Source: an optimization exercise on an open RTL-to-GDS flow (aim: small area). Production flows keep margins and buffers that such runs may drop.
The RTL was checked by simulation tests, not by an equivalence proof against the original design.

<file path="flow/config.mk">
export PLATFORM = sky130hd
export DESIGN_NAME = matching_cost
export DESIGN_NICKNAME = matching_cost
export VERILOG_FILES = /design/flow/design.v
export SDC_FILE = /design/flow/constraint.sdc
export NUM_CORES = 8
export LEC_CHECK = 0
export CAP_MARGIN = 20
export CORE_MARGIN = 2
export CORE_UTILIZATION = 72
export PLACE_DENSITY = 0.82
export SLEW_MARGIN = 20
</file>
<file path="flow/constraint.sdc">
create_clock -name core_clock -period 6.67 [get_ports {clk}]
set_input_delay 1.3340 -clock core_clock [delete_from_list [all_inputs] [get_ports {clk}]]
set_output_delay 1.3340 -clock core_clock [all_outputs]
set_load 0.01 [all_outputs]
</file>
<file path="flow/design.v">
`timescale 1 ns / 1 ps
module matching_cost_pc62 (input wire [61:0] x, output wire [5:0] y);
  wire [61:0] xi = ~x;
  wire s1, c2;
  assign s1 = ~(xi[0] ^ xi[10]);
  assign c2 = xi[0] | xi[10];
  wire s3, c4;
  assign {c4, s3} = xi[11] + xi[12] + xi[13];
  wire s5, c6;
  assign {c6, s5} = xi[14] + xi[15] + xi[16];
  wire s7, c8;
  assign {c8, s7} = xi[17] + xi[18] + xi[19];
  wire s9, c10;
  assign {c10, s9} = xi[1] + xi[20] + xi[21];
  wire s11, c12;
  assign {c12, s11} = xi[22] + xi[23] + xi[24];
  wire s13, c14;
  assign {c14, s13} = xi[25] + xi[26] + xi[27];
  wire s15, c16;
  assign {c16, s15} = xi[28] + xi[29] + xi[2];
  wire s17, c18;
  assign {c18, s17} = xi[30] + xi[31] + xi[32];
  wire s19, c20;
  assign {c20, s19} = xi[33] + xi[34] + xi[35];
  wire s21, c22;
  assign {c22, s21} = xi[36] + xi[37] + xi[38];
  wire s23, c24;
  assign {c24, s23} = xi[39] + xi[3] + xi[40];
  wire s25, c26;
  assign {c26, s25} = xi[41] + xi[42] + xi[43];
  wire s27, c28;
  assign {c28, s27} = xi[44] + xi[45] + xi[46];
  wire s29, c30;
  assign {c30, s29} = xi[47] + xi[48] + xi[49];
  wire s31, c32;
  assign {c32, s31} = xi[4] + xi[50] + xi[51];
  wire s33, c34;
  assign {c34, s33} = xi[52] + xi[53] + xi[54];
  wire s35, c36;
  assign {c36, s35} = xi[55] + xi[56] + xi[57];
  wire s37, c38;
  assign {c38, s37} = xi[58] + xi[59] + xi[5];
  wire s39, c40;
  assign {c40, s39} = xi[60] + xi[61] + xi[6];
  wire s41, c42;
  assign {c42, s41} = xi[7] + xi[8] + xi[9];
  wire s43, c44;
  assign {c44, s43} = s1 + s11 + s13;
  wire s45, c46;
  assign {c46, s45} = s15 + s17 + s19;
  wire s47, c48;
  assign {c48, s47} = s21 + s23 + s25;
  wire s49, c50;
  assign {c50, s49} = s27 + s29 + s3;
  wire s51, c52;
  assign {c52, s51} = s31 + s33 + s35;
  wire s53, c54;
  assign {c54, s53} = s37 + s39 + s41;
  wire s55, c56;
  assign {c56, s55} = s5 + s7 + s9;
  wire s57, c58;
  assign {c58, s57} = s43 + s45 + s47;
  wire s59, c60;
  assign {c60, s59} = s49 + s51 + s53;
  wire s61, c62;
  assign {c62, s61} = s55 + s57 + s59;
  wire s63, c64;
  assign {c64, s63} = c2 + c10 + c12;
  wire s65, c66;
  assign {c66, s65} = c14 + c16 + c18;
  wire s67, c68;
  assign {c68, s67} = c20 + c22 + c24;
  wire s69, c70;
  assign {c70, s69} = c26 + c28 + c30;
  wire s71, c72;
  assign {c72, s71} = c32 + c34 + c36;
  wire s73, c74;
  assign {c74, s73} = c38 + c4 + c40;
  wire s75, c76;
  assign {c76, s75} = c42 + c6 + c8;
  wire s77, c78;
  assign {c78, s77} = c44 + c46 + c48;
  wire s79, c80;
  assign {c80, s79} = c50 + c52 + c54;
  wire s81, c82;
  assign {c82, s81} = c56 + s63 + s65;
  wire s83, c84;
  assign {c84, s83} = s67 + s69 + s71;
  wire s85, c86;
  assign {c86, s85} = s73 + s75 + c58;
  wire s87, c88;
  assign {c88, s87} = c60 + s77 + s79;
  wire s89, c90;
  assign {c90, s89} = s81 + s83 + c62;
  wire s91, c92;
  assign {c92, s91} = s85 + s87 + s89;
  wire s93, c94;
  assign {c94, s93} = c64 + c66 + c68;
  wire s95, c96;
  assign {c96, s95} = c70 + c72 + c74;
  wire s97, c98;
  assign {c98, s97} = c76 + c78 + c80;
  wire s99, c100;
  assign {c100, s99} = c82 + c84 + s93;
  wire s101, c102;
  assign {c102, s101} = s95 + c86 + c88;
  wire s103, c104;
  assign {c104, s103} = s97 + s99 + c90;
  wire s105, c106;
  assign {c106, s105} = s101 + c92 + s103;
  wire s107, c108;
  assign {c108, s107} = c94 + c96 + c98;
  wire s109, c110;
  assign {c110, s109} = c100 + c102 + s107;
  wire s111, c112;
  assign {c112, s111} = c104 + s109 + c106;
  wire s113, c114;
  assign {c114, s113} = c108 + c110 + c112;
  assign y = ~{c114, s113, s111, s105, s91, s61};
endmodule
module matching_cost
#(
	parameter  MAXDISPARITY = 64 ,
	parameter  MATCHINGCOSTBITWID = 6 ,
	parameter  INPUTDATAWID = 63,
	parameter  OUTPUTDATAWID = 385
  )
(
	input wire                      clk ,
	input wire                      en ,
	input wire[INPUTDATAWID-1:0]    leftCTstream ,
	input wire[INPUTDATAWID-1:0]    rightCTstream ,
	output wire[OUTPUTDATAWID-1:0]  MatchingCost ,
	input  wire                     rst_n
);
reg [61:0] r [0:62];       
reg [62:0] l [0:6];        
reg [6:0]  cnt;              
integer i;
always @(posedge clk)
if (en) begin
	r[0] <= rightCTstream[61:0];
	for (i = 1; i < 63; i = i + 1)
		r[i] <= r[i-1];
	l[0] <= leftCTstream;
	for (i = 1; i < 7; i = i + 1)
		l[i] <= l[i-1];
end
always @(posedge clk)
if (!rst_n)
	cnt <= 7'd0;
else if (en && cnt != 7'd71)
	cnt <= cnt + 7'd1;
reg [OUTPUTDATAWID-1:0] out;     
always @(posedge clk)
if (en)
	out[OUTPUTDATAWID-1] <= (cnt >= 7'd7) & l[6][62];
assign MatchingCost[OUTPUTDATAWID-1] = out[OUTPUTDATAWID-1];
wire [8:0] hi_gt, hi_eq;
wire [7:0] lo_ge;
genvar g;
generate
for (g = 0; g < 9; g = g + 1) begin : pre_hi
	assign hi_gt[g] = (cnt[6:3] > g);
	assign hi_eq[g] = (cnt[6:3] == g);
end
for (g = 0; g < 8; g = g + 1) begin : pre_lo
	assign lo_ge[g] = (cnt[2:0] >= g);
end
for (g = 0; g < 63; g = g + 1) begin : sel
	wire valid = hi_gt[(8+g)/8] | (hi_eq[(8+g)/8] & lo_ge[(8+g)%8]);
	assign MatchingCost[6*g+5:6*g] = valid ? out[6*g+5:6*g] : out[383:378];
end
endgenerate
assign MatchingCost[383:378] = out[383:378];
reg vlast;
always @(posedge clk)
if (!rst_n)
	vlast <= 1'b0;
else if (en && cnt >= 7'd62)
	vlast <= 1'b1;
wire [61:0] rlast = r[62] & {62{vlast}};
wire [5:0] pc0;
matching_cost_pc62 u_pc0 (.x(l[6][61:0] ^ r[6]), .y(pc0));
always @(posedge clk)
if (en)
	out[5:0] <= pc0;
wire [5:0] pc1;
matching_cost_pc62 u_pc1 (.x(l[6][61:0] ^ r[7]), .y(pc1));
always @(posedge clk)
if (en)
	out[11:6] <= pc1;
wire [5:0] pc2;
matching_cost_pc62 u_pc2 (.x(l[6][61:0] ^ r[8]), .y(pc2));
always @(posedge clk)
if (en)
	out[17:12] <= pc2;
wire [5:0] pc3;
matching_cost_pc62 u_pc3 (.x(l[6][61:0] ^ r[9]), .y(pc3));
always @(posedge clk)
if (en)
	out[23:18] <= pc3;
wire [5:0] pc4;
matching_cost_pc62 u_pc4 (.x(l[6][61:0] ^ r[10]), .y(pc4));
always @(posedge clk)
if (en)
	out[29:24] <= pc4;
wire [5:0] pc5;
matching_cost_pc62 u_pc5 (.x(l[6][61:0] ^ r[11]), .y(pc5));
always @(posedge clk)
if (en)
	out[35:30] <= pc5;
wire [5:0] pc6;
matching_cost_pc62 u_pc6 (.x(l[6][61:0] ^ r[12]), .y(pc6));
always @(posedge clk)
if (en)
	out[41:36] <= pc6;
wire [5:0] pc7;
matching_cost_pc62 u_pc7 (.x(l[6][61:0] ^ r[13]), .y(pc7));
always @(posedge clk)
if (en)
	out[47:42] <= pc7;
wire [5:0] pc8;
matching_cost_pc62 u_pc8 (.x(l[6][61:0] ^ r[14]), .y(pc8));
always @(posedge clk)
if (en)
	out[53:48] <= pc8;
wire [5:0] pc9;
matching_cost_pc62 u_pc9 (.x(l[6][61:0] ^ r[15]), .y(pc9));
always @(posedge clk)
if (en)
	out[59:54] <= pc9;
wire [5:0] pc10;
matching_cost_pc62 u_pc10 (.x(l[6][61:0] ^ r[16]), .y(pc10));
always @(posedge clk)
if (en)
	out[65:60] <= pc10;
wire [5:0] pc11;
matching_cost_pc62 u_pc11 (.x(l[6][61:0] ^ r[17]), .y(pc11));
always @(posedge clk)
if (en)
	out[71:66] <= pc11;
wire [5:0] pc12;
matching_cost_pc62 u_pc12 (.x(l[6][61:0] ^ r[18]), .y(pc12));
always @(posedge clk)
if (en)
	out[77:72] <= pc12;
wire [5:0] pc13;
matching_cost_pc62 u_pc13 (.x(l[6][61:0] ^ r[19]), .y(pc13));
always @(posedge clk)
if (en)
	out[83:78] <= pc13;
wire [5:0] pc14;
matching_cost_pc62 u_pc14 (.x(l[6][61:0] ^ r[20]), .y(pc14));
always @(posedge clk)
if (en)
	out[89:84] <= pc14;
wire [5:0] pc15;
matching_cost_pc62 u_pc15 (.x(l[6][61:0] ^ r[21]), .y(pc15));
always @(posedge clk)
if (en)
	out[95:90] <= pc15;
wire [5:0] pc16;
matching_cost_pc62 u_pc16 (.x(l[6][61:0] ^ r[22]), .y(pc16));
always @(posedge clk)
if (en)
	out[101:96] <= pc16;
wire [5:0] pc17;
matching_cost_pc62 u_pc17 (.x(l[6][61:0] ^ r[23]), .y(pc17));
always @(posedge clk)
if (en)
	out[107:102] <= pc17;
wire [5:0] pc18;
matching_cost_pc62 u_pc18 (.x(l[6][61:0] ^ r[24]), .y(pc18));
always @(posedge clk)
if (en)
	out[113:108] <= pc18;
wire [5:0] pc19;
matching_cost_pc62 u_pc19 (.x(l[6][61:0] ^ r[25]), .y(pc19));
always @(posedge clk)
if (en)
	out[119:114] <= pc19;
wire [5:0] pc20;
matching_cost_pc62 u_pc20 (.x(l[6][61:0] ^ r[26]), .y(pc20));
always @(posedge clk)
if (en)
	out[125:120] <= pc20;
wire [5:0] pc21;
matching_cost_pc62 u_pc21 (.x(l[6][61:0] ^ r[27]), .y(pc21));
always @(posedge clk)
if (en)
	out[131:126] <= pc21;
wire [5:0] pc22;
matching_cost_pc62 u_pc22 (.x(l[6][61:0] ^ r[28]), .y(pc22));
always @(posedge clk)
if (en)
	out[137:132] <= pc22;
wire [5:0] pc23;
matching_cost_pc62 u_pc23 (.x(l[6][61:0] ^ r[29]), .y(pc23));
always @(posedge clk)
if (en)
	out[143:138] <= pc23;
wire [5:0] pc24;
matching_cost_pc62 u_pc24 (.x(l[6][61:0] ^ r[30]), .y(pc24));
always @(posedge clk)
if (en)
	out[149:144] <= pc24;
wire [5:0] pc25;
matching_cost_pc62 u_pc25 (.x(l[6][61:0] ^ r[31]), .y(pc25));
always @(posedge clk)
if (en)
	out[155:150] <= pc25;
wire [5:0] pc26;
matching_cost_pc62 u_pc26 (.x(l[6][61:0] ^ r[32]), .y(pc26));
always @(posedge clk)
if (en)
	out[161:156] <= pc26;
wire [5:0] pc27;
matching_cost_pc62 u_pc27 (.x(l[6][61:0] ^ r[33]), .y(pc27));
always @(posedge clk)
if (en)
	out[167:162] <= pc27;
wire [5:0] pc28;
matching_cost_pc62 u_pc28 (.x(l[6][61:0] ^ r[34]), .y(pc28));
always @(posedge clk)
if (en)
	out[173:168] <= pc28;
wire [5:0] pc29;
matching_cost_pc62 u_pc29 (.x(l[6][61:0] ^ r[35]), .y(pc29));
always @(posedge clk)
if (en)
	out[179:174] <= pc29;
wire [5:0] pc30;
matching_cost_pc62 u_pc30 (.x(l[6][61:0] ^ r[36]), .y(pc30));
always @(posedge clk)
if (en)
	out[185:180] <= pc30;
wire [5:0] pc31;
matching_cost_pc62 u_pc31 (.x(l[6][61:0] ^ r[37]), .y(pc31));
always @(posedge clk)
if (en)
	out[191:186] <= pc31;
wire [5:0] pc32;
matching_cost_pc62 u_pc32 (.x(l[6][61:0] ^ r[38]), .y(pc32));
always @(posedge clk)
if (en)
	out[197:192] <= pc32;
wire [5:0] pc33;
matching_cost_pc62 u_pc33 (.x(l[6][61:0] ^ r[39]), .y(pc33));
always @(posedge clk)
if (en)
	out[203:198] <= pc33;
wire [5:0] pc34;
matching_cost_pc62 u_pc34 (.x(l[6][61:0] ^ r[40]), .y(pc34));
always @(posedge clk)
if (en)
	out[209:204] <= pc34;
wire [5:0] pc35;
matching_cost_pc62 u_pc35 (.x(l[6][61:0] ^ r[41]), .y(pc35));
always @(posedge clk)
if (en)
	out[215:210] <= pc35;
wire [5:0] pc36;
matching_cost_pc62 u_pc36 (.x(l[6][61:0] ^ r[42]), .y(pc36));
always @(posedge clk)
if (en)
	out[221:216] <= pc36;
wire [5:0] pc37;
matching_cost_pc62 u_pc37 (.x(l[6][61:0] ^ r[43]), .y(pc37));
always @(posedge clk)
if (en)
	out[227:222] <= pc37;
wire [5:0] pc38;
matching_cost_pc62 u_pc38 (.x(l[6][61:0] ^ r[44]), .y(pc38));
always @(posedge clk)
if (en)
	out[233:228] <= pc38;
wire [5:0] pc39;
matching_cost_pc62 u_pc39 (.x(l[6][61:0] ^ r[45]), .y(pc39));
always @(posedge clk)
if (en)
	out[239:234] <= pc39;
wire [5:0] pc40;
matching_cost_pc62 u_pc40 (.x(l[6][61:0] ^ r[46]), .y(pc40));
always @(posedge clk)
if (en)
	out[245:240] <= pc40;
wire [5:0] pc41;
matching_cost_pc62 u_pc41 (.x(l[6][61:0] ^ r[47]), .y(pc41));
always @(posedge clk)
if (en)
	out[251:246] <= pc41;
wire [5:0] pc42;
matching_cost_pc62 u_pc42 (.x(l[6][61:0] ^ r[48]), .y(pc42));
always @(posedge clk)
if (en)
	out[257:252] <= pc42;
wire [5:0] pc43;
matching_cost_pc62 u_pc43 (.x(l[6][61:0] ^ r[49]), .y(pc43));
always @(posedge clk)
if (en)
	out[263:258] <= pc43;
wire [5:0] pc44;
matching_cost_pc62 u_pc44 (.x(l[6][61:0] ^ r[50]), .y(pc44));
always @(posedge clk)
if (en)
	out[269:264] <= pc44;
wire [5:0] pc45;
matching_cost_pc62 u_pc45 (.x(l[6][61:0] ^ r[51]), .y(pc45));
always @(posedge clk)
if (en)
	out[275:270] <= pc45;
wire [5:0] pc46;
matching_cost_pc62 u_pc46 (.x(l[6][61:0] ^ r[52]), .y(pc46));
always @(posedge clk)
if (en)
	out[281:276] <= pc46;
wire [5:0] pc47;
matching_cost_pc62 u_pc47 (.x(l[6][61:0] ^ r[53]), .y(pc47));
always @(posedge clk)
if (en)
	out[287:282] <= pc47;
wire [5:0] pc48;
matching_cost_pc62 u_pc48 (.x(l[6][61:0] ^ r[54]), .y(pc48));
always @(posedge clk)
if (en)
	out[293:288] <= pc48;
wire [5:0] pc49;
matching_cost_pc62 u_pc49 (.x(l[6][61:0] ^ r[55]), .y(pc49));
always @(posedge clk)
if (en)
	out[299:294] <= pc49;
wire [5:0] pc50;
matching_cost_pc62 u_pc50 (.x(l[6][61:0] ^ r[56]), .y(pc50));
always @(posedge clk)
if (en)
	out[305:300] <= pc50;
wire [5:0] pc51;
matching_cost_pc62 u_pc51 (.x(l[6][61:0] ^ r[57]), .y(pc51));
always @(posedge clk)
if (en)
	out[311:306] <= pc51;
wire [5:0] pc52;
matching_cost_pc62 u_pc52 (.x(l[6][61:0] ^ r[58]), .y(pc52));
always @(posedge clk)
if (en)
	out[317:312] <= pc52;
wire [5:0] pc53;
matching_cost_pc62 u_pc53 (.x(l[6][61:0] ^ r[59]), .y(pc53));
always @(posedge clk)
if (en)
	out[323:318] <= pc53;
wire [5:0] pc54;
matching_cost_pc62 u_pc54 (.x(l[6][61:0] ^ r[60]), .y(pc54));
always @(posedge clk)
if (en)
	out[329:324] <= pc54;
wire [5:0] pc55;
matching_cost_pc62 u_pc55 (.x(l[6][61:0] ^ r[61]), .y(pc55));
always @(posedge clk)
if (en)
	out[335:330] <= pc55;
wire [5:0] pc56;
matching_cost_pc62 u_pc56 (.x(l[6][61:0] ^ r[62]), .y(pc56));
always @(posedge clk)
if (en)
	out[341:336] <= pc56;
wire [5:0] pc57;
matching_cost_pc62 u_pc57 (.x(l[5][61:0] ^ r[62]), .y(pc57));
reg [5:0] res57 [0:0];
always @(posedge clk)
if (en) begin
	res57[0] <= pc57;
end
always @(posedge clk)
if (en)
	out[347:342] <= res57[0];
wire [5:0] pc58;
matching_cost_pc62 u_pc58 (.x(l[4][61:0] ^ r[62]), .y(pc58));
reg [5:0] res58 [0:1];
always @(posedge clk)
if (en) begin
	res58[0] <= pc58;
	res58[1] <= res58[0];
end
always @(posedge clk)
if (en)
	out[353:348] <= res58[1];
wire [5:0] pc59;
matching_cost_pc62 u_pc59 (.x(l[3][61:0] ^ r[62]), .y(pc59));
reg [5:0] res59 [0:2];
always @(posedge clk)
if (en) begin
	res59[0] <= pc59;
	res59[1] <= res59[0];
	res59[2] <= res59[1];
end
always @(posedge clk)
if (en)
	out[359:354] <= res59[2];
wire [5:0] pc60;
matching_cost_pc62 u_pc60 (.x(l[2][61:0] ^ r[62]), .y(pc60));
reg [5:0] res60 [0:3];
always @(posedge clk)
if (en) begin
	res60[0] <= pc60;
	res60[1] <= res60[0];
	res60[2] <= res60[1];
	res60[3] <= res60[2];
end
always @(posedge clk)
if (en)
	out[365:360] <= res60[3];
wire [5:0] pc61;
matching_cost_pc62 u_pc61 (.x(l[1][61:0] ^ r[62]), .y(pc61));
reg [5:0] res61 [0:4];
always @(posedge clk)
if (en) begin
	res61[0] <= pc61;
	res61[1] <= res61[0];
	res61[2] <= res61[1];
	res61[3] <= res61[2];
	res61[4] <= res61[3];
end
always @(posedge clk)
if (en)
	out[371:366] <= res61[4];
wire [5:0] pc62;
matching_cost_pc62 u_pc62 (.x(l[0][61:0] ^ r[62]), .y(pc62));
reg [5:0] res62 [0:5];
always @(posedge clk)
if (en) begin
	res62[0] <= pc62;
	res62[1] <= res62[0];
	res62[2] <= res62[1];
	res62[3] <= res62[2];
	res62[4] <= res62[3];
	res62[5] <= res62[4];
end
always @(posedge clk)
if (en)
	out[377:372] <= res62[5];
wire [5:0] pc63;
matching_cost_pc62 u_pc63 (.x(leftCTstream[61:0] ^ rlast), .y(pc63));
reg [5:0] res63 [0:6];
always @(posedge clk)
if (!rst_n)
	res63[0] <= 6'd0;
else if (en)
	res63[0] <= pc63;
always @(posedge clk)
if (en) begin
	res63[1] <= res63[0];
	res63[2] <= res63[1];
	res63[3] <= res63[2];
	res63[4] <= res63[3];
	res63[5] <= res63[4];
	res63[6] <= res63[5];
end
always @(posedge clk)
if (en)
	out[383:378] <= res63[6];
endmodule
</file>
<file path="flow/flow/run.sh">
#!/bin/bash
# Own layout flow: the standard flow (standard.sh) with these changes:
#  - after the standard synthesis (run unchanged), flow/polarity_fix.py removes
#    inverters between full adders (a full adder fed with complemented inputs
#    gives complemented outputs, so each full adder is used in the polarity that
#    needs the fewest inverters); flow/simcheck.py then compares the netlist
#    before and after on random vectors (every register input and output port),
#    and the unmodified netlist is kept if they differ. Registers are untouched.
#  - the ports are buffered with sky130_fd_sc_hd__buf_1 (one buffer per port, as
#    in the standard flow) instead of the cell buffer_ports picks by default;
#  - CTS runs with the sink clustering settings below and without dummy loads;
#  - detailed routing gets more antenna repair iterations.
# Every tool's output goes to its own log: ORFS's per-step logs under orfs/logs/,
# make's output in make_synth.log and make.log, the netlist pass in polarity.log.
set -euo pipefail
export BUFFER_PORTS_ARGS="-buffer_cell sky130_fd_sc_hd__buf_1"
export CTS_ARGS="-sink_clustering_enable -repair_clock_nets -sink_clustering_size 24 -sink_clustering_max_diameter 85 -dont_use_dummy_load"
export MAX_REPAIR_ANTENNAS_ITER_DRT=12
bash standard.sh synth > make_synth.log 2>&1
R=orfs/results/${FLOW_PLATFORM:-sky130hd}/matching_cost/base
cp "$R/1_2_yosys.v" standard_synth.v
if python3 flow/polarity_fix.py "$R/1_2_yosys.v" > polarity.log 2>&1 &&
   python3 flow/simcheck.py standard_synth.v "$R/1_2_yosys.v" 20 >> polarity.log 2>&1; then
  echo "netlist pass applied" >> polarity.log
else
  echo "netlist pass not applied" >> polarity.log
  cp standard_synth.v "$R/1_2_yosys.v"
fi
rm -f "$R/1_synth.odb" "$R/1_synth.sdc"
bash standard.sh > make.log 2>&1
</file>
<file path="flow/flow/polarity_fix.py">
#!/usr/bin/env python3
"""Remove inverters between full adders in a flat Yosys netlist (in place).

A full adder is self-dual: FA(~a, ~b, ~c) = (~sum, ~carry). So any full adder may
be replaced by the same cell fed with the complements of its inputs, and its
outputs are then the complements of the original ones. This script picks, for
every sky130_fd_sc_hd__fa_1, whether to use it that way, so as to need as few
inverters as possible between full adders; an XOR/XNOR gate that feeds only one
full-adder input may be swapped for its complement instead of inverting its
output. Registers, ports and every other cell are left as they are.

usage: polarity_fix.py NETLIST.v
"""
import re, sys, collections, random

path = sys.argv[1]
txt = open(path).read()
CELL = re.compile(r'\n  (sky130_fd_sc_hd__\w+) (\\\S+ |\S+) \((.*?)\n  \);', re.S)
PIN = re.compile(r'\.(\w+)\(([^()]*)\)')
OUTPINS = {'X', 'Y', 'Q', 'Q_N', 'SUM', 'COUT', 'HI', 'LO'}

def norm(n):
    n = n.strip()
    return n + ' ' if n.startswith('\\') else n

cells = []
for m in CELL.finditer(txt):
    typ, name, body = m.group(1), m.group(2), m.group(3)
    pins = [(p, norm(n)) for p, n in PIN.findall(body)]
    cells.append({'typ': typ, 'name': name, 'pins': dict(pins), 'order': [p for p, _ in pins],
                  'span': m.span()})
byname = {c['name']: c for c in cells}
drv = {}
loads = collections.defaultdict(list)
for c in cells:
    for p, n in c['pins'].items():
        if p in OUTPINS:
            drv[n] = (c['name'], p)
        else:
            loads[n].append((c['name'], p))

def typ(name): return byname[name]['typ']
def is_fa(name): return typ(name) == 'sky130_fd_sc_hd__fa_1'
def is_inv(name): return typ(name) == 'sky130_fd_sc_hd__inv_1'
def is_x(name): return typ(name) in ('sky130_fd_sc_hd__xor2_1', 'sky130_fd_sc_hd__xnor2_1')

fas = [c['name'] for c in cells if is_fa(c['name'])]
idx = {n: i for i, n in enumerate(fas)}
N = len(fas)

# consumer pins of FA outputs (directly, or through one inverter)
# each entry: (consumer cell, pin, source net, currently inverted)
cons = []
handled_invs = set()
for u in fas:
    for op in ('SUM', 'COUT'):
        n = byname[u]['pins'][op]
        for (l, lp) in loads[n]:
            if is_inv(l):
                handled_invs.add(l)
                m = byname[l]['pins']['Y']
                for (l2, lp2) in loads[m]:
                    cons.append((l2, lp2, n, 1))
            else:
                cons.append((l, lp, n, 0))
# an inverter of an FA output that also feeds an inverter (or a port) is left alone
for l in list(handled_invs):
    m = byname[l]['pins']['Y']
    if any(is_inv(x) for x, _ in loads[m]) or m not in loads or not loads[m] or \
            re.match(r'^(MatchingCost|leftCTstream|rightCTstream)', m):
        handled_invs.discard(l)
cons = [c for c in cons if not (c[3] == 1 and drv[c[2]] and False)]

# leaf XOR/XNOR gates that feed exactly one FA input (directly)
leaf_of = {}   # (fa, pin) -> xor cell name
for v in fas:
    for p in ('A', 'B', 'CIN'):
        n = byname[v]['pins'][p]
        d = drv.get(n)
        if d and is_x(d[0]) and len(loads[n]) == 1:
            leaf_of[(v, p)] = d[0]

edges = []        # (u, v, c): FA u output -> FA v input, c = currently inverted
fixed = []        # (x, c): one inverter if q[x] ^ c
for (l, lp, n, c) in cons:
    u = drv[n][0]
    if is_fa(l) and lp in ('A', 'B', 'CIN'):
        edges.append((idx[u], idx[l], c))
    else:
        fixed.append((idx[u], c))
for v in fas:
    for p in ('A', 'B', 'CIN'):
        n = byname[v]['pins'][p]
        d = drv.get(n)
        if (v, p) in leaf_of:
            continue
        if d and is_fa(d[0]):
            continue
        if d and is_inv(d[0]) and d[0] in handled_invs:
            continue
        # some other producer: the input keeps its polarity unless v flips
        fixed.append((idx[v], 0))
adj = collections.defaultdict(list)
for u, v, c in edges:
    adj[u].append((v, c)); adj[v].append((u, c))
fx = collections.defaultdict(list)
for x, c in fixed:
    fx[x].append(c)

def cost(q):
    return sum(c ^ q[u] ^ q[v] for u, v, c in edges) + sum(c ^ q[x] for x, c in fixed)

rng = random.Random(1)
# connected components (one per adder tree), each optimised on its own
comp = [-1] * N
comps = []
for s0 in range(N):
    if comp[s0] >= 0:
        continue
    stack, members = [s0], []
    comp[s0] = len(comps)
    while stack:
        x = stack.pop(); members.append(x)
        for y, _ in adj[x]:
            if comp[y] < 0:
                comp[y] = len(comps); stack.append(y)
    comps.append(members)

def ccost(q, members):
    t = 0
    for x in members:
        t += sum(c ^ q[x] ^ q[y] for y, c in adj[x] if y > x or comp[y] != comp[x])
        t += sum(c ^ q[x] for c in fx[x])
    return t

def local(q, members):
    improved = True
    while improved:
        improved = False
        for x in members:
            d = sum((c ^ (1 - q[x]) ^ q[y]) - (c ^ q[x] ^ q[y]) for y, c in adj[x])
            d += sum((c ^ (1 - q[x])) - (c ^ q[x]) for c in fx[x])
            if d < 0:
                q[x] ^= 1; improved = True

q = [0] * N
for members in comps:
    best, bestv = None, None
    for trial in range(4):
        if trial:
            for x in members: q[x] = rng.randint(0, 1)
        else:
            for x in members: q[x] = 0
        local(q, members)
        cst = ccost(q, members)
        for it in range(400):
            saved = {x: q[x] for x in members}
            for _ in range(rng.randint(1, 4)):
                x = rng.choice(members); q[x] ^= 1
                for y, c in adj[x]:
                    if rng.random() < 0.5: q[y] ^= 1
            local(q, members)
            c2 = ccost(q, members)
            if c2 <= cst:
                cst = c2
            else:
                for x in members: q[x] = saved[x]
        if best is None or cst < best:
            best, bestv = cst, {x: q[x] for x in members}
    for x in members: q[x] = bestv[x]
best = cost(q)
bestq = q
q = bestq
print(f"full adders {N}, inverters between them now {cost([0]*N)}, after {best}")

# ---- rewrite ----
newpins = {c['name']: dict(c['pins']) for c in cells}
newtyp = {c['name']: c['typ'] for c in cells}
invnets = {}      # source net -> inverted net (new inverter)
newcells = []
newwires = []
def inverted(n):
    if n not in invnets:
        k = len(invnets)
        net = f"_polinv_{k}_"
        invnets[n] = net
        newwires.append(net)
        newcells.append(('sky130_fd_sc_hd__inv_1', f"_polinv_cell_{k}_", [('A', n), ('Y', net)]))
    return invnets[n]

for (l, lp, n, c) in cons:
    u = drv[n][0]
    qu = q[idx[u]]
    qv = q[idx[l]] if (is_fa(l) and lp in ('A', 'B', 'CIN')) else 0
    need = c ^ qu ^ qv
    newpins[l][lp] = inverted(n) if need else n
for v in fas:
    if not q[idx[v]]:
        continue
    for p in ('A', 'B', 'CIN'):
        n = byname[v]['pins'][p]
        d = drv.get(n)
        if (v, p) in leaf_of:
            x = leaf_of[(v, p)]
            if newtyp[x] == 'sky130_fd_sc_hd__xor2_1':
                newtyp[x] = 'sky130_fd_sc_hd__xnor2_1'
                newpins[x]['Y'] = newpins[x].pop('X')
            else:
                newtyp[x] = 'sky130_fd_sc_hd__xor2_1'
                newpins[x]['X'] = newpins[x].pop('Y')
        elif d and is_fa(d[0]):
            pass   # handled through cons
        elif d and is_inv(d[0]) and d[0] in handled_invs:
            pass
        else:
            newpins[v][p] = inverted(n)

# drop old inverters that no longer drive anything
used = collections.Counter()
for name, pins in newpins.items():
    for p, n in pins.items():
        if p not in OUTPINS:
            used[n] += 1
for _, _, pins in newcells:
    for p, n in pins:
        if p == 'A':
            used[n] += 1
dropped = set()
dropped_nets = set()
for l in handled_invs:
    y = newpins[l]['Y']
    if used[y] == 0 and not re.match(r'^(MatchingCost)', y):
        dropped.add(l); dropped_nets.add(y)
print(f"old inverters removed {len(dropped)}, new inverters {len(newcells)}")

out = []
pos = 0
for c in cells:
    s, e = c['span']
    out.append(txt[pos:s])
    pos = e
    if c['name'] in dropped:
        continue
    t = newtyp[c['name']]
    pins = newpins[c['name']]
    order = [p for p in c['order'] if p in pins] + [p for p in pins if p not in c['order']]
    body = ",\n".join(f"    .{p}({pins[p]})" for p in order)
    out.append(f"\n  {t} {c['name']} (\n{body}\n  );")
rest = txt[pos:]
add = "".join(f"\n  {t} {nm} (\n" + ",\n".join(f"    .{p}({n})" for p, n in pins) + "\n  );"
              for t, nm, pins in newcells)
i = rest.rfind('\nendmodule')
out.append(rest[:i] + add + rest[i:])
res = "".join(out)
# wire declarations: add the new nets, drop the dead ones
decl = "".join(f"  wire {w};\n" for w in newwires)
res = re.sub(r'(\n  wire [^;\n]*;\n)', lambda m: m.group(1) + decl, res, count=1)
for w in dropped_nets:
    res = res.replace(f"\n  wire {w};", "", 1)
open(path, 'w').write(res)
</file>
<file path="flow/flow/simcheck.py">
#!/usr/bin/env python3
"""Random-vector check that two flat netlists compute the same next-state and
output functions (registers and ports matched by name). Cells are evaluated
from the liberty 'function' strings, 64 vectors at a time."""
import re, sys, random, collections
import os
LIB = os.path.join(os.environ.get('FLOW_HOME', '/OpenROAD-flow-scripts/flow'), 'platforms/sky130hd/lib/sky130_fd_sc_hd__tt_025C_1v80.lib')
lib = open(LIB).read()
funcs = {}
for m in re.finditer(r'\n    cell \("(sky130_fd_sc_hd__\w+)"\)', lib):
    name = m.group(1)
    j = lib.find('\n    cell (', m.end())
    body = lib[m.end(): j if j > 0 else len(lib)]
    f = {}
    for pm in re.finditer(r'\n        pin \("(\w+)"\) \{(.*?)\n        \}', body, re.S):
        fm = re.search(r'function : "([^"]+)"', pm.group(2))
        if fm: f[pm.group(1)] = fm.group(1)
    funcs[name] = f
def tr(expr):
    e = expr.replace('!', ' ~').replace('*', ' & ').replace('+', ' | ').replace('^', ' ^ ')
    return re.sub(r'\b([A-Z][A-Z0-9_]*)\b', r"v['\1']", e)
compiled = {}
def getf(t, p):
    k = (t, p)
    if k not in compiled:
        compiled[k] = eval('lambda v: ' + tr(funcs[t][p]))
    return compiled[k]
CELL = re.compile(r'\n  (sky130_fd_sc_hd__\w+) (\\\S+ |\S+) \((.*?)\n  \);', re.S)
PIN = re.compile(r'\.(\w+)\(([^()]*)\)')
def norm(n):
    n = n.strip(); return n
def load(path):
    txt = open(path).read()
    cells = []
    for m in CELL.finditer(txt):
        pins = {p: norm(n) for p, n in PIN.findall(m.group(3))}
        cells.append((m.group(1), m.group(2), pins))
    return cells
MASK = (1 << 64) - 1
def run(cells, seed_vals):
    val = dict(seed_vals)
    seq = {}   # flop name -> (D value later)
    comb = []
    for t, nm, pins in cells:
        if 'dfxtp' in t or 'edfxtp' in t or 'dfrtp' in t:
            seq[nm] = (t, pins)
        else:
            comb.append((t, nm, pins))
    # flop outputs are free inputs, keyed by flop name
    for nm, (t, pins) in seq.items():
        val[pins['Q']] = seed_vals.get('FF:' + nm, 0)
    drv = {}
    for t, nm, pins in comb:
        for p, n in pins.items():
            if p in funcs[t]: drv[n] = (t, nm, pins, p)
    sys.setrecursionlimit(100000)
    def ev(n):
        if n in val: return val[n]
        if n not in drv:
            if n in ("1'h0",): return 0
            if n in ("1'h1",): return MASK
            raise KeyError(n)
        t, nm, pins, p = drv[n]
        v = {q: ev(pins[q]) for q in pins if q not in funcs[t]}
        r = getf(t, p)(v) & MASK
        val[n] = r
        return r
    outs = {}
    for nm, (t, pins) in seq.items():
        for p in pins:
            if p in ('D', 'DE'): outs[nm + '.' + p] = ev(pins[p])
    for n in list(drv):
        if n.startswith('MatchingCost'): outs[n] = ev(n)
    return outs
a, b = load(sys.argv[1]), load(sys.argv[2])
rng = random.Random(7)
ins = set()
for t, nm, pins in a:
    for p, n in pins.items():
        if re.match(r'^(leftCTstream|rightCTstream|en|rst_n)\b', n): ins.add(n)
flops = [nm for t, nm, pins in a if 'dfxtp' in t]
for it in range(int(sys.argv[3]) if len(sys.argv) > 3 else 4):
    seed = {n: rng.getrandbits(64) for n in ins}
    for f in flops: seed['FF:' + f] = rng.getrandbits(64)
    oa, ob = run(a, seed), run(b, seed)
    assert oa.keys() == ob.keys(), (len(oa), len(ob))
    bad = [k for k in oa if oa[k] != ob[k]]
    print(f"round {it}: {len(oa)} signals compared, {len(bad)} differ", bad[:5])
    if bad: sys.exit(1)
</file>
<file path="flow/standard.sh">
#!/bin/bash
# synth_recipe.tcl (not shown) runs the flow's synth.tcl, then flattens the netlist and writes it again
# the make line also repeats each setting of config.mk as NAME=value (left out here)
make -C /OpenROAD-flow-scripts/flow DESIGN_CONFIG=/design/flow/config.mk WORK_HOME=/design/flow/orfs CLKGATE_MAP_FILE= SYNTH_SCRIPT=/design/flow/synth_recipe.tcl "${@:-finish}"
</file>
==> run notes <==
-- registers in the layout, summed over array words and instances (netlist names) --
signal,flops
res58,12
res60,24
r,3906
res62,36
l,441
out,385
res61,30
res63,42
res57,6
vlast,1
cnt,7
res59,18
-- routing by layer --
layer	up-vias	wire length (um)	track usage, %
li1	47300	-	-
met1	68600	251000	54.8
met2	10200	359000	65.1
met3	2342	100000	13.1
met4	50	75100	32.9
met5	-	362	0.142
-- worst paths after layout --
| kind | start | end | slack (ns) | cells after the start |
|---|---|---|---|---|
| worst max-delay path | r[62][33] | res63[0][4] | 0.35 | 13 |
| worst min register to register | r[5][45] | r[6][45] | 0.41 | 0 |
| worst max register to register | r[62][33] | res63[0][4] | 0.35 | 13 |
| worst min-delay path | r[5][45] | r[6][45] | 0.41 | 0 |
-- per-stage QoR --
step                utilization [%]  instance area (sq um)  setup TNS [ns]
floorplan                         -                 263000               0
global placement               75.0                 272000               0
detailed placement             75.0                 272000         -0.0347
CTS                            76.7                 278000               0
global route                   76.7                 278000               0
finish                         76.7                 278000               0
-- final cells by class --
| class | count | area [sq um] | share of cell area (%) |
|---|---|---|---|
| timing repair buffer | 802 | 5900 | 2.12 |
| antenna | 114 | 285 | 0.102 |
| tap | 4794 | 6000 | 2.15 |
| multi-input combinational | 8214 | 113000 | 40.6 |
| clock buffer | 236 | 5910 | 2.12 |
| inverter | 6 | 22.5 | 0.00809 |
| sequential | 4908 | 147000 | 52.9 |
-- critical path: cells and delay by family (launching register included) --
| kind | cells | cell delay [ns] |
|---|---|---|
| fa+ha+maj | 9 | 4.54 |
| flops | 1 | 0.91 |
| xor+xnor | 1 | 0.39 |
| simple gates | 2 | 0.25 |
| mux | 1 | 0.15 |
==> results.tsv <==
stage	metric	value	unit
critical_path	critPathLaunchType	flop	
route	wire_per_inst	41.2	um
clock_network	cts_root_buf	clkbuf_16	
route	antenna_left	0	
critical_path	required	7.58	ns
timing	setup_ws	0.348	ns
cells_and_area	syn2layout_area_growth	5.95	%
floorplan	die_h	608	um
run	cap_violations	0	
timing	rsz0062_at_grt	no	
floorplan	start_util	72.4	%
timing	hold_violations	0	
route	routed-via-count	129000	
cells_and_area	fillers	19600	
route	routed_wl	786000	um
critical_path	critPathMaxStageDelay	0.91	ns
outcome	status	finished clean	
cells_and_area	layout_commonest_cell	edfxtp_1	
timing	worst_hold_slack	0.409	ns
critical_path	crit_chain	nand2_1 > xnor2_1 > fa_1 > fa_1 > fa_1 > fa_1 > fa_1 > fa_1 > fa_1 > fa_1 > fa_1 > mux2i_1 > nor2b_1	
cells_and_area	layout_common_cells	4894 x edfxtp_1, 3906 x xor2_1, 3584 x fa_1	
timing	finalSetupViolCount	0	
hold_path	hp-class	flop to flop	
clock_network	clk_pin_slew_worst_paths	0.11	ns
placed_design	gp_congestion	1.09	
critical_path	end_kind	flop	
route	drc	0	
floorplan	ios	514	
clock_network	clk_path_buf_depth	4	
cells_and_area	layout.nets	18000	
global_route	grt_pass1_wl	1080000	um
critical_path	cpMostUsedCell	fa_1	
clock_network	insertion_delay	1.06	ns
critical_path	criticalPathCategory	flop to flop	
floorplan	rows	221	
timing	fmax	0.158	GHz
timing	maxSlewViolCount	0	
clock_network	clkSinkCount	4908	
route	via_per_inst	6.74	
critical_path	crit_fanout	8	
timing	relSlewSlack	20.7	%
critical_path	crit_slowest_cell	edfxtp_1	
clock_network	cts_hold_buf	0	
clock_network	cts_setup_buffers	0	
global_route	grt_remaining_overflow	0	
floorplan	die_area	370000	sq um
route	drtIter0Drc	18400	
cells_and_area	layout-drive-gt1-share	6.79	%
logic_synthesis	syn_area_per_cell	19.2	sq um
floorplan	core	363000	sq um
placed_design	placedCellCount	18700	
cells_and_area	final_cells	19100	
global_route	grt_use_total	43.6	%
timing	worstMarginPinSlew	1.19	ns
logic_synthesis	synthCells	13700	
critical_path	worstPathArrival	7.23	ns
logic_synthesis	yosys_warnings	10	
logic_synthesis	synth_nets	17500	
timing	finalCriticalPeriod	6.32	ns
clock_network	cts_tree	yes	
timing	skew	0.110	ns
floorplan	dieWidth	608	um
global_route	grt_max_degree	193	
route	drtPass1Iterations	6	
clock_network	cts_buffers	236	
placed_design	preCtsSetupSlack	-0.0347	ns
global_route	grt_pass1_vias	138000	
placed_design	dp_hpwl	588000	um
timing	fin_crit_sh	94.8	%
logic_synthesis	synth.cell_area	263000	sq um
clock_network	h-tree-depth	4	
global_route	antenna_found_initial	80	
clock_network	cts_resized	0	
placed_design	io_buffers	512	

-- re-timing with driven ports --
Ports are ideal in the flow. The routed layout listed here was re-timed in OpenROAD. Step 1 assumes that a clkbuf_16 drives the clock port and a buf_2 every other input. Step 2 times the ports against the registers' clock, not the clock port: input delays grow and output delays shrink by t, the midpoint of the rising clock arrivals with the driver on. a / b / c = ideal / step 1 / step 2; a / b = the first two.
shift t [ns]: 1.125
setup WS [ns]: 0.348 / 0.348 / -0.119
worst setup path at the end: input to register
worst data-port slew with drivers (ns): 0.07
Met with ideal ports but missed after step 2: setup timing in this run. For this run, drivers alone change the setup slack by 0.000 ns; drivers and shift together by -0.467 ns.
